Background: an optimization exercise with open tools, aiming at small area, a short achievable clock period and few clock cycles per item. Do not read the settings as production practice. Only simulation tests tie the RTL to the original design; equivalence was not proved.

== rev 12 ==
==> flow/design.v <==
module cordic #(parameter WIDTH = 32, ITER = 16)(
    input clk,
    input rst,
    input start,
    input mode,  
    input signed [WIDTH-1:0] x_in,
    input signed [WIDTH-1:0] y_in,
    input signed [WIDTH-1:0] z_in,
    output signed [WIDTH-1:0] x_out,
    output signed [WIDTH-1:0] y_out,
    output signed [WIDTH-1:0] z_out,
    output reg done
);
    localparam signed [WIDTH-1:0] K = 32'sd19898;   
    reg signed [WIDTH-1:0] x, y, z;
    reg [3:0] i;       
    reg [3:0] ix, iy;  
    reg busy;
    reg mode_r;        
    function signed [WIDTH-1:0] atan_table;
        input [3:0] idx;
        case (idx)
            4'd0:  atan_table = 32'sd25736;
            4'd1:  atan_table = 32'sd15192;
            4'd2:  atan_table = 32'sd8027;
            4'd3:  atan_table = 32'sd4074;
            4'd4:  atan_table = 32'sd2045;
            4'd5:  atan_table = 32'sd1023;
            4'd6:  atan_table = 32'sd511;
            4'd7:  atan_table = 32'sd256;
            4'd8:  atan_table = 32'sd128;
            4'd9:  atan_table = 32'sd64;
            4'd10: atan_table = 32'sd32;
            4'd11: atan_table = 32'sd16;
            4'd12: atan_table = 32'sd8;
            4'd13: atan_table = 32'sd4;
            4'd14: atan_table = 32'sd2;
            default: atan_table = 32'sd1;
        endcase
    endfunction
    function [WIDTH-1:0] addsub;
        input [WIDTH-1:0] a;
        input [WIDTH-1:0] b;
        input sub;
        reg [WIDTH-1:0] bb, p, g, pp, gg, pn, gn;
        begin
            bb = b ^ {WIDTH{sub}};
            p = a ^ bb;
            g = a & bb;
            g[0] = g[0] | (p[0] & sub);
            gg = g; pp = p; gn = g; pn = p;
                gn[1] = gg[1] | (pp[1] & gg[0]); pn[1] = pp[1] & pp[0];
                gn[3] = gg[3] | (pp[3] & gg[2]); pn[3] = pp[3] & pp[2];
                gn[5] = gg[5] | (pp[5] & gg[4]); pn[5] = pp[5] & pp[4];
                gn[7] = gg[7] | (pp[7] & gg[6]); pn[7] = pp[7] & pp[6];
                gn[9] = gg[9] | (pp[9] & gg[8]); pn[9] = pp[9] & pp[8];
                gn[11] = gg[11] | (pp[11] & gg[10]); pn[11] = pp[11] & pp[10];
                gn[13] = gg[13] | (pp[13] & gg[12]); pn[13] = pp[13] & pp[12];
                gn[15] = gg[15] | (pp[15] & gg[14]); pn[15] = pp[15] & pp[14];
                gn[17] = gg[17] | (pp[17] & gg[16]); pn[17] = pp[17] & pp[16];
                gn[19] = gg[19] | (pp[19] & gg[18]); pn[19] = pp[19] & pp[18];
                gn[21] = gg[21] | (pp[21] & gg[20]); pn[21] = pp[21] & pp[20];
                gn[23] = gg[23] | (pp[23] & gg[22]); pn[23] = pp[23] & pp[22];
                gn[25] = gg[25] | (pp[25] & gg[24]); pn[25] = pp[25] & pp[24];
                gn[27] = gg[27] | (pp[27] & gg[26]); pn[27] = pp[27] & pp[26];
                gn[29] = gg[29] | (pp[29] & gg[28]); pn[29] = pp[29] & pp[28];
                gn[31] = gg[31] | (pp[31] & gg[30]); pn[31] = pp[31] & pp[30];
                gg = gn; pp = pn;
                gn[3] = gg[3] | (pp[3] & gg[1]); pn[3] = pp[3] & pp[1];
                gn[7] = gg[7] | (pp[7] & gg[5]); pn[7] = pp[7] & pp[5];
                gn[11] = gg[11] | (pp[11] & gg[9]); pn[11] = pp[11] & pp[9];
                gn[15] = gg[15] | (pp[15] & gg[13]); pn[15] = pp[15] & pp[13];
                gn[19] = gg[19] | (pp[19] & gg[17]); pn[19] = pp[19] & pp[17];
                gn[23] = gg[23] | (pp[23] & gg[21]); pn[23] = pp[23] & pp[21];
                gn[27] = gg[27] | (pp[27] & gg[25]); pn[27] = pp[27] & pp[25];
                gn[31] = gg[31] | (pp[31] & gg[29]); pn[31] = pp[31] & pp[29];
                gg = gn; pp = pn;
                gn[7] = gg[7] | (pp[7] & gg[3]); pn[7] = pp[7] & pp[3];
                gn[15] = gg[15] | (pp[15] & gg[11]); pn[15] = pp[15] & pp[11];
                gn[23] = gg[23] | (pp[23] & gg[19]); pn[23] = pp[23] & pp[19];
                gn[31] = gg[31] | (pp[31] & gg[27]); pn[31] = pp[31] & pp[27];
                gg = gn; pp = pn;
                gn[15] = gg[15] | (pp[15] & gg[7]); pn[15] = pp[15] & pp[7];
                gn[31] = gg[31] | (pp[31] & gg[23]); pn[31] = pp[31] & pp[23];
                gg = gn; pp = pn;
                gn[31] = gg[31] | (pp[31] & gg[15]); pn[31] = pp[31] & pp[15];
                gg = gn; pp = pn;
                gn[23] = gg[23] | (pp[23] & gg[15]); pn[23] = pp[23] & pp[15];
                gg = gn; pp = pn;
                gn[11] = gg[11] | (pp[11] & gg[7]); pn[11] = pp[11] & pp[7];
                gn[19] = gg[19] | (pp[19] & gg[15]); pn[19] = pp[19] & pp[15];
                gn[27] = gg[27] | (pp[27] & gg[23]); pn[27] = pp[27] & pp[23];
                gg = gn; pp = pn;
                gn[5] = gg[5] | (pp[5] & gg[3]); pn[5] = pp[5] & pp[3];
                gn[9] = gg[9] | (pp[9] & gg[7]); pn[9] = pp[9] & pp[7];
                gn[13] = gg[13] | (pp[13] & gg[11]); pn[13] = pp[13] & pp[11];
                gn[17] = gg[17] | (pp[17] & gg[15]); pn[17] = pp[17] & pp[15];
                gn[21] = gg[21] | (pp[21] & gg[19]); pn[21] = pp[21] & pp[19];
                gn[25] = gg[25] | (pp[25] & gg[23]); pn[25] = pp[25] & pp[23];
                gn[29] = gg[29] | (pp[29] & gg[27]); pn[29] = pp[29] & pp[27];
                gg = gn; pp = pn;
                gn[2] = gg[2] | (pp[2] & gg[1]); pn[2] = pp[2] & pp[1];
                gn[4] = gg[4] | (pp[4] & gg[3]); pn[4] = pp[4] & pp[3];
                gn[6] = gg[6] | (pp[6] & gg[5]); pn[6] = pp[6] & pp[5];
                gn[8] = gg[8] | (pp[8] & gg[7]); pn[8] = pp[8] & pp[7];
                gn[10] = gg[10] | (pp[10] & gg[9]); pn[10] = pp[10] & pp[9];
                gn[12] = gg[12] | (pp[12] & gg[11]); pn[12] = pp[12] & pp[11];
                gn[14] = gg[14] | (pp[14] & gg[13]); pn[14] = pp[14] & pp[13];
                gn[16] = gg[16] | (pp[16] & gg[15]); pn[16] = pp[16] & pp[15];
                gn[18] = gg[18] | (pp[18] & gg[17]); pn[18] = pp[18] & pp[17];
                gn[20] = gg[20] | (pp[20] & gg[19]); pn[20] = pp[20] & pp[19];
                gn[22] = gg[22] | (pp[22] & gg[21]); pn[22] = pp[22] & pp[21];
                gn[24] = gg[24] | (pp[24] & gg[23]); pn[24] = pp[24] & pp[23];
                gn[26] = gg[26] | (pp[26] & gg[25]); pn[26] = pp[26] & pp[25];
                gn[28] = gg[28] | (pp[28] & gg[27]); pn[28] = pp[28] & pp[27];
                gn[30] = gg[30] | (pp[30] & gg[29]); pn[30] = pp[30] & pp[29];
                gg = gn; pp = pn;
            addsub = p ^ {gg[WIDTH-2:0], sub};
        end
    endfunction
    wire signed [WIDTH-1:0] xs = x >>> ix;
    wire signed [WIDTH-1:0] ys = y >>> iy;
    wire d = mode_r ? y[WIDTH-1] : ~z[WIDTH-1];
    wire signed [WIDTH-1:0] xn = addsub(x, ys, d);
    wire signed [WIDTH-1:0] yn = addsub(y, xs, ~d);
    wire signed [WIDTH-1:0] zn = addsub(z, atan_table(i), d);
    wire load = start & ~busy;
    always @(posedge clk) begin
        if (busy) begin
            x <= xn;
            y <= yn;
            z <= zn;
        end else begin
            x <= mode ? x_in : K;
            y <= mode ? y_in : {WIDTH{1'b0}};
            z <= mode ? {WIDTH{1'b0}} : z_in;
        end
    end
    always @(posedge clk or posedge rst) begin
        if (rst) begin
            busy <= 1'b0;
            done <= 1'b0;
            i <= 4'd0;
            ix <= 4'd0;
            iy <= 4'd0;
            mode_r <= 1'b0;
        end else begin
            done <= busy & (i == ITER - 1);
            if (busy) begin
                i <= i + 4'd1;
                ix <= ix + 4'd1;
                iy <= iy + 4'd1;
            end
            if (load) begin
                busy <= 1'b1;
                mode_r <= mode;
            end else if (i == ITER - 1) begin
                busy <= 1'b0;
            end
        end
    end
    assign x_out = x;
    assign y_out = y;
    assign z_out = z;
endmodule
Settings: LEC_CHECK=0, ABC_AREA=1, CAP_MARGIN=20, CORE_MARGIN=2, CORE_UTILIZATION=58, SETUP_SLACK_MARGIN=3.5, SLEW_MARGIN=20; clock period 7.0 ns.
standard.sh (not shown) runs the stock make flow with config.mk's settings and CLKGATE_MAP_FILE= SYNTH_SCRIPT=/design/flow/synth_recipe.tcl, a recipe that flattens the netlist after the stock synthesis.
==> flow/flow/run.sh <==
#!/bin/bash
# The standard layout with two changes: plain buf_1 cells as the port buffers
# (buffer_ports otherwise picks delay buffers), and no adder-cell mapping in
# synthesis (ADDER_MAP_FILE empty), so abc maps the adders' prefix logic from
# gates instead of ha/fa cells. Registers and their names are unchanged.
# make's output goes to make.log here; each ORFS step keeps its own log under orfs/logs.
set -euo pipefail
export BUFFER_PORTS_ARGS="-buffer_cell sky130_fd_sc_hd__buf_1"
bash standard.sh ADDER_MAP_FILE= finish > make.log 2>&1
Testbench counts of rev 12, summed over its fixed seeds: cycles 57,592, ops 3,200.
Inputs modified between rev 12 and rev 13:
- a change of CORE_UTILIZATION from 58 to 45
Findings:
Largest net degree at the start of global routing ends up lower on rev 12. Going from rev 12 to rev 13, the sequential share of layout area was found to have gone down by 0.16 points. Rev 12 -> rev 13: height of the chip increased by more than 10%. Compare rev 12 and rev 13 | time the worst path needs with I/O delays and setup higher: rev 12.

// cordic: RTL as listed in full above, without the edits since
Settings: LEC_CHECK=0, ABC_AREA=1, CAP_MARGIN=20, CORE_MARGIN=2, CORE_UTILIZATION=50, SETUP_SLACK_MARGIN=3.25, SLEW_MARGIN=20; clock period 7.0 ns.
Scripts as last shown in full above: flow/flow/run.sh
The starting point produced a clean layout.
Testbench counts at the start, summed over its fixed seeds: cycles 57,592, ops 3,200.
Edit:
- PLACE_DENSITY: not set -> 0.75
- SETUP_SLACK_MARGIN: 3.25 -> 3.5
Count of clock-buffer cells in the layout does not change.
Register-to-register slack gets better by 0.16 ns.
Sequential share of layout area is lower by 0.34 points.
Maximum frequency grows by 5.0%.
Non-clock buffer count is higher by 15.
Setup slack is better by 0.16 ns.
Clock skew stays flat.
Cell area went up by 2.1%.
Flip-flop and latch count does not change.
Routed wire length goes up by 2.8%.
Edit:
- CORE_UTILIZATION: 50 -> 40
- PLACE_DENSITY: 0.75 -> not set
What happened:
- utilization drops by 10 points
- hold slack gets worse by 0.010 ns
- register-to-register slack hardly moves
- routed wire length climbs by 5.9%
- via count drops by 1.8%
- global-route usage drops by 4.9 points
- non-clock buffer count climbs by 8

== v40 ==
Starts from the design.v that is shown in full above.
export LEC_CHECK = 0
export ABC_AREA = 1
export CAP_MARGIN = 20
export CORE_MARGIN = 2
export CORE_UTILIZATION = 45
export SETUP_SLACK_MARGIN = 3.6
export SLEW_MARGIN = 20
create_clock -name core_clock -period 7.0 [get_ports {clk}]
Scripts as last shown in full above: flow/flow/run.sh
v40 finished all stages; the layout is clean.
Testbench counts of v40, summed over its fixed seeds: cycles 57,592, ops 3,200.
Here is what was changed in the inputs of v29 compared with v40.
- SETUP_SLACK_MARGIN now 4, was 3.6
- CORE_UTILIZATION now 40, was 45
## What came out
- v40 → v29: share of synthesized cell area in full adder, half adder and majority cells essentially unchanged; final cycle utilization of the critical path increased 0.74 points; number of nets in the layout increased about 4.6%; shortest clock period the worst path allows after layout increased 51 ps; first-pass detailed-route iteration total increased 2.
For v26, these inputs were changed with respect to v29:
- a change of CORE_UTILIZATION from 40 to 50
- a change of SETUP_SLACK_MARGIN from 4 to 3.5
- an added TNS_END_PERCENT of 10
Notes after the runs:
Having completed the whole flow, v26 delivered a layout that passed the timing, design-rule and antenna checks.
Relative to v29, the global placer's final weighted congestion measured on v26 has increased slightly.
Going from v29 to v26, area of the die shrank by more than 10%.
~same area used by sequential logic in the layout in v29 and v26
Comparing v29 and v26, the lower sequential portion of the cell area is on v29.
Changes observed in v26 relative to v29: final instance area lower; fmax shrank by 1.3 MHz.
--- input diff v26..v5 ---
- SETUP_SLACK_MARGIN changed from 3.5 to 3.75
- TNS_END_PERCENT removed (was 10)
Notes after the runs:
v5 completed; timing, DRC and antenna clean
Relative to v26, the detailed-route wire length per cell of v5 is higher by 0.75 µm.
Worst slack at placement: v5 vs v26 identical
Of v5 and v26, it is v5 that has the higher critical path depth.

RTL: the design.v shown in full above, as it stands there.
export LEC_CHECK = 0
export ABC_AREA = 1
export CAP_MARGIN = 20
export CORE_MARGIN = 2
export CORE_UTILIZATION = 50
export SETUP_SLACK_MARGIN = 3.5
export SLEW_MARGIN = 20
create_clock -name core_clock -period 7.0 [get_ports {clk}]
Scripts as last shown in full above: flow/flow/run.sh
Testbench counts at the start, summed over its fixed seeds: cycles 57,592, ops 3,200.
Then changed:
- CAP_MARGIN: 20 -> 10
- SLEW_MARGIN: 20 -> 10
- global-route usage does not change
- via count does not change
- clock skew is unchanged
Then changed:
- CAP_MARGIN: 10 -> 20
- CORE_UTILIZATION: 50 -> 47
- SLEW_MARGIN: 10 -> 20
After rerunning: The changed run went through all stages and came out clean. Via count stays flat. Critical path depth falls by 3. Final cell count rises by 1.6%. Setup slack is about the same. Wire length falls by 1.1%.

## red
cordic, a different RTL version from the one above (not shown whole).
Size in the first run: ~2100 cells after synthesis, roughly 110 flip-flops, about 200 I/O pins.
clock: 7.0 ns
lec_check: 0
abc_area: 1
cap_margin: 20
core_margin: 2
core_utilization: 45
cts_cluster_diameter: 100
cts_cluster_size: 30
setup_slack_margin: 3.6
slew_margin: 20
Scripts as last shown in full above: flow/flow/run.sh
red reached the final stage; the timing, design-rule and antenna checks on its layout passed.
Testbench counts of red, summed over its fixed seeds: cycles 57,592, ops 3,200.
Inputs modified between red and blue:
- swapping 45 for 42 in CORE_UTILIZATION
- clearing CTS_CLUSTER_SIZE, which used to be 30
- clearing CTS_CLUSTER_DIAMETER, which used to be 100
==> comparison <==
- red finished every stage and its layout cleared the timing, design-rule and antenna checks.
- blue: no failed stages, no open violations at the end
- Between red and blue, the detail-routed via count per cell is higher for blue.
- Lower worst setup slack goes to red over blue.
- Going from red to blue, total wirelength of the detailed-routed design +about 3.6%, remaining global-route overflow held, sequential share of layout area about even.
- Compared with red, blue shows highest attainable clock frequency that has gone up slightly.
- Going from red to blue, the synthesis-to-layout area growth was found to have gone up by 0.98 points.
### blue -> green
- SETUP_SLACK_MARGIN now 3.5, was 3.6
- CORE_UTILIZATION now 50, was 42
[summary]
Status | green and blue | clean
Against blue, green comes in 2.1 points lower on area growth from synthesis to final layout.
blue has lower global-route usage than green.
Diff green..blue | flip-flop and latch count | unchanged
In the reports for green and blue, the larger final instance count without filler cells belongs to blue.
green: die area lower than blue
Compared with blue, green shows a worst-case hold slack that is 0.0092 ns lower.
blue has higher final worst setup slack than green.
The count of placed standard cells including taps in green sits about 2.2% below the value recorded for blue.
In green the core area turned out 16% lower than in blue.

== run 1 ==
Starting RTL as in the previous note.
Design cordic, start of the top module:
module cordic #(parameter WIDTH = 32, ITER = 16)(
    input clk,
    input rst,
    input start,
    input mode,  
    input signed [WIDTH-1:0] x_in,
    input signed [WIDTH-1:0] y_in,
    input signed [WIDTH-1:0] z_in,
    output signed [WIDTH-1:0] x_out,
    output signed [WIDTH-1:0] y_out,
    output signed [WIDTH-1:0] z_out,
    output reg done
);
    localparam signed [WIDTH-1:0] K = 32'sd19898;   
    reg signed [WIDTH-1:0] x, y, z;
    reg [3:0] i;       
    reg [3:0] ix, iy;  
    reg busy;
    reg mode_r;        
    function signed [WIDTH-1:0] atan_table;
        input [3:0] idx;
        case (idx)
            4'd0:  atan_table = 32'sd25736;
            4'd1:  atan_table = 32'sd15192;
            4'd2:  atan_table = 32'sd8027;
            4'd3:  atan_table = 32'sd4074;
            4'd4:  atan_table = 32'sd2045;
            4'd5:  atan_table = 32'sd1023;
            4'd6:  atan_table = 32'sd511;
            4'd7:  atan_table = 32'sd256;
            4'd8:  atan_table = 32'sd128;
            4'd9:  atan_table = 32'sd64;
            4'd10: atan_table = 32'sd32;
            4'd11: atan_table = 32'sd16;
            4'd12: atan_table = 32'sd8;
            4'd13: atan_table = 32'sd4;
            4'd14: atan_table = 32'sd2;
            default: atan_table = 32'sd1;
        endcase
    endfunction
    function [WIDTH-1:0] addsub;
        input [WIDTH-1:0] a;
        input [WIDTH-1:0] b;
        input sub;
        reg [WIDTH-1:0] bb, p, g, pp, gg, pn, gn;
        begin
            bb = b ^ {WIDTH{sub}};
            p = a ^ bb;
            g = a & bb;
            g[0] = g[0] | (p[0] & sub);
            gg = g; pp = p; gn = g; pn = p;
  ...
Settings: LEC_CHECK=0, ABC_AREA=1, CAP_MARGIN=20, CORE_MARGIN=2, CORE_UTILIZATION=45, SETUP_SLACK_MARGIN=3.75, SLEW_MARGIN=20; clock period 7.0 ns.
Scripts as last shown in full above: flow/flow/run.sh
Testbench counts of run 1, summed over its fixed seeds: cycles 57,592, ops 3,200.
Edits applied to the flow inputs when going from run 1 to run 2:
# run 1
export LEC_CHECK = 0
export ABC_AREA = 1
export CAP_MARGIN = 20
export CORE_MARGIN = 2
export CORE_UTILIZATION = 45
export SETUP_SLACK_MARGIN = 3.75
export SLEW_MARGIN = 20
create_clock -name core_clock -period 7.0 [get_ports {clk}]
# run 2
export LEC_CHECK = 0
export ABC_AREA = 1
export CAP_MARGIN = 20
export CORE_MARGIN = 2
export CORE_UTILIZATION = 45
export PLACE_DENSITY = 0.7
export SETUP_SLACK_MARGIN = 3.6
export SLEW_MARGIN = 20
create_clock -name core_clock -period 7.0 [get_ports {clk}]
Findings:
Between run 2 and run 1, it is run 2 whose tightest hold margin is lower, by 0.024 ns.
Run 2: utilization 2.5 points below run 1
Side by side, routed via count divided by cell count turned out higher in run 2 than in run 1.
Total area of sequential cells, run 2 and run 1: smaller value in run 2
Run 2 against run 1; wire length is down by a few percent.
Run 2 — total via count after detailed routing 2.2% higher, run 1 as reference
### run 2 -> run 3
# run 2
export LEC_CHECK = 0
export ABC_AREA = 1
export CAP_MARGIN = 20
export CORE_MARGIN = 2
export CORE_UTILIZATION = 45
export PLACE_DENSITY = 0.7
export SETUP_SLACK_MARGIN = 3.6
export SLEW_MARGIN = 20
create_clock -name core_clock -period 7.0 [get_ports {clk}]
# run 3
export LEC_CHECK = 0
export ABC_AREA = 1
export CAP_MARGIN = 20
export CORE_MARGIN = 2
export CORE_UTILIZATION = 50
export SETUP_SLACK_MARGIN = 3.6
export SLEW_MARGIN = 20
create_clock -name core_clock -period 7.0 [get_ports {clk}]
--- outcome ---
Run 3 against run 2: area of the die shrank by about 10%, worst setup slack grew by 0.020 ns.
Run 3 reports a higher final non-filler cell area than run 2 does.
Run 3 did not stop at any stage, and its layout met the timing, design-rule and antenna checks.
Relative to run 3, the following input files were edited for run 4:
# run 3
export LEC_CHECK = 0
export ABC_AREA = 1
export CAP_MARGIN = 20
export CORE_MARGIN = 2
export CORE_UTILIZATION = 50
export SETUP_SLACK_MARGIN = 3.6
export SLEW_MARGIN = 20
create_clock -name core_clock -period 7.0 [get_ports {clk}]
# run 4
export LEC_CHECK = 0
export ABC_AREA = 1
export CAP_MARGIN = 20
export CORE_MARGIN = 2
export CORE_UTILIZATION = 45
export SETUP_SLACK_MARGIN = 3.5
export SLEW_MARGIN = 20
create_clock -name core_clock -period 7.0 [get_ports {clk}]
### Flow results
- Looking at the reports, run 4 completed the entire flow and the layout it produced met the timing, design-rule and antenna checks.
- Having completed the whole flow, run 3 delivered a layout that passed the timing, design-rule and antenna checks.
- Run 4 vs. run 3: clock skew shows an increase of 0.010 ns, routed length per placed instance shows a reduction of 0.75 microns.
Inputs modified between run 4 and run 5:
# run 4
export LEC_CHECK = 0
export ABC_AREA = 1
export CAP_MARGIN = 20
export CORE_MARGIN = 2
export CORE_UTILIZATION = 45
export SETUP_SLACK_MARGIN = 3.5
export SLEW_MARGIN = 20
create_clock -name core_clock -period 7.0 [get_ports {clk}]
# run 5
export LEC_CHECK = 0
export ABC_AREA = 1
export CAP_MARGIN = 20
export CORE_MARGIN = 2
export CORE_UTILIZATION = 45
export SETUP_SLACK_MARGIN = 3.6
export SLEW_MARGIN = 20
create_clock -name core_clock -period 7.0 [get_ports {clk}]
Notes after the runs:
The flow did not stop early for run 5: all stages ran, and the layout cleared the timing, design-rule and antenna checks.
Run comparison: run 4 origin of the worst setup path iy[0]$_SDFF_PN0_; run 5 origin of the worst setup path mode_r$_DFFE_PN_
Between run 5 and run 4, it is run 5 whose via count of the first global-routing pass is higher, by 0.41%.
Looking at post-route worst setup slack across both flows, run 5 is the stronger of the two, with run 4 trailing.
In the tables for run 5 and run 4, endpoint arrival time on the critical path reads higher with run 4.
The run showing the smaller wire length is run 4.
Between run 4 and run 5, the flow reports number of non-clock buffers increasing slightly.
On met1 usage in global routing: run 5 sits above run 4.
Sort run 5 and run 4 by sequential share of layout area asc -> top: run 5
Modified inputs, run 6 compared to run 5
# run 5
export LEC_CHECK = 0
export ABC_AREA = 1
export CAP_MARGIN = 20
export CORE_MARGIN = 2
export CORE_UTILIZATION = 45
export SETUP_SLACK_MARGIN = 3.6
export SLEW_MARGIN = 20
create_clock -name core_clock -period 7.0 [get_ports {clk}]
# run 6
export LEC_CHECK = 0
export ABC_AREA = 1
export CAP_MARGIN = 20
export CORE_MARGIN = 2
export CORE_UTILIZATION = 45
export GPL_ROUTABILITY_DRIVEN = 0
export SETUP_SLACK_MARGIN = 3.6
export SLEW_MARGIN = 20
create_clock -name core_clock -period 7.0 [get_ports {clk}]
==> comparison <==
Comparing run 5 and run 6, the higher global-route usage is on run 5.
| time the worst path needs with I/O delays and setup | run 6 vs run 5 | 0.0051 ns higher |
Run 6 vs. run 5: via count went up by 225.

-- re-timing with driven ports --
No port has a modelled driver above. Below, the same layouts with a new extraction and two added sets of constraints. Step 1 assumes that a clkbuf_16 drives the clock port and a buf_2 every other input. Step 2, shift: input delay + t, output delay - t, t = (earliest + latest rising clock arrival at the registers) / 2. This alone moves slack from input paths to output paths. a / b / c = ideal ports / drivers / drivers and shift; a / b = the first two.
| run | shift t [ns] | setup slack, ns | worst setup path after step 2 | slew at the worst register clock pin (ns) | pins driven straight from the clock port |
|---|---|---|---|---|---|
| rev 12 | 0.420 | 3.746 / 3.746 / 3.746 | register to register | 0.09 / 0.09 | 1 |
| rev 13 | 0.409 | 3.847 / 3.847 / 3.847 | register to register | 0.09 / 0.09 | 1 |
| the first run of note 2 | 0.421 | 3.646 / 3.646 / 3.646 | register to register | 0.09 / 0.09 | 1 |
| the second run of note 2 | 0.417 | 3.806 / 3.806 / 3.716 | input to register | 0.09 / 0.09 | 1 |
| the third run of note 2 | 0.419 | 3.811 / 3.811 / 3.811 | register to register | 0.09 / 0.09 | 1 |
| v40 | 0.411 | 3.890 / 3.890 / 3.890 | register to register | 0.09 / 0.09 | 1 |
| v29 | 0.429 | 3.838 / 3.838 / 3.838 | register to register | 0.09 / 0.09 | 1 |
| v26 | 0.417 | 3.825 / 3.825 / 3.825 | register to register | 0.09 / 0.09 | 1 |
| v5 | 0.423 | 3.865 / 3.865 / 3.865 | register to register | 0.09 / 0.09 | 1 |
| the first run of note 4 | 0.417 | 3.818 / 3.818 / 3.818 | register to register | 0.09 / 0.09 | 1 |
| the second run of note 4 | 0.417 | 3.818 / 3.818 / 3.818 | register to register | 0.09 / 0.09 | 1 |
| the third run of note 4 | 0.414 | 3.821 / 3.821 / 3.588 | input to register | 0.09 / 0.09 | 1 |
| red | 0.417 | 3.884 / 3.884 / 3.755 | input to register | 0.09 / 0.09 | 1 |
| blue | 0.420 | 3.905 / 3.905 / 3.817 | input to register | 0.09 / 0.09 | 1 |
| green | 0.420 | 3.812 / 3.812 / 3.712 | input to register | 0.09 / 0.09 | 1 |
| run 1 | 0.421 | 3.936 / 3.936 / 3.693 | input to register | 0.10 / 0.10 | 1 |
| run 2 | 0.420 | 3.887 / 3.887 / 3.530 | input to register | 0.09 / 0.09 | 1 |
| run 3 | 0.419 | 3.907 / 3.907 / 3.736 | input to register | 0.09 / 0.09 | 1 |
| run 4 | 0.417 | 3.843 / 3.843 / 3.739 | input to register | 0.09 / 0.09 | 1 |
| run 5 | 0.417 | 3.884 / 3.884 / 3.755 | input to register | 0.09 / 0.09 | 1 |
| run 6 | 0.418 | 3.878 / 3.878 / 3.535 | input to register | 0.09 / 0.09 | 1 |
After both steps setup and hold are still met in every run listed. The setup slack of run 2, which loses most, moves by 0.000 ns with the drivers and by -0.357 ns with both steps.
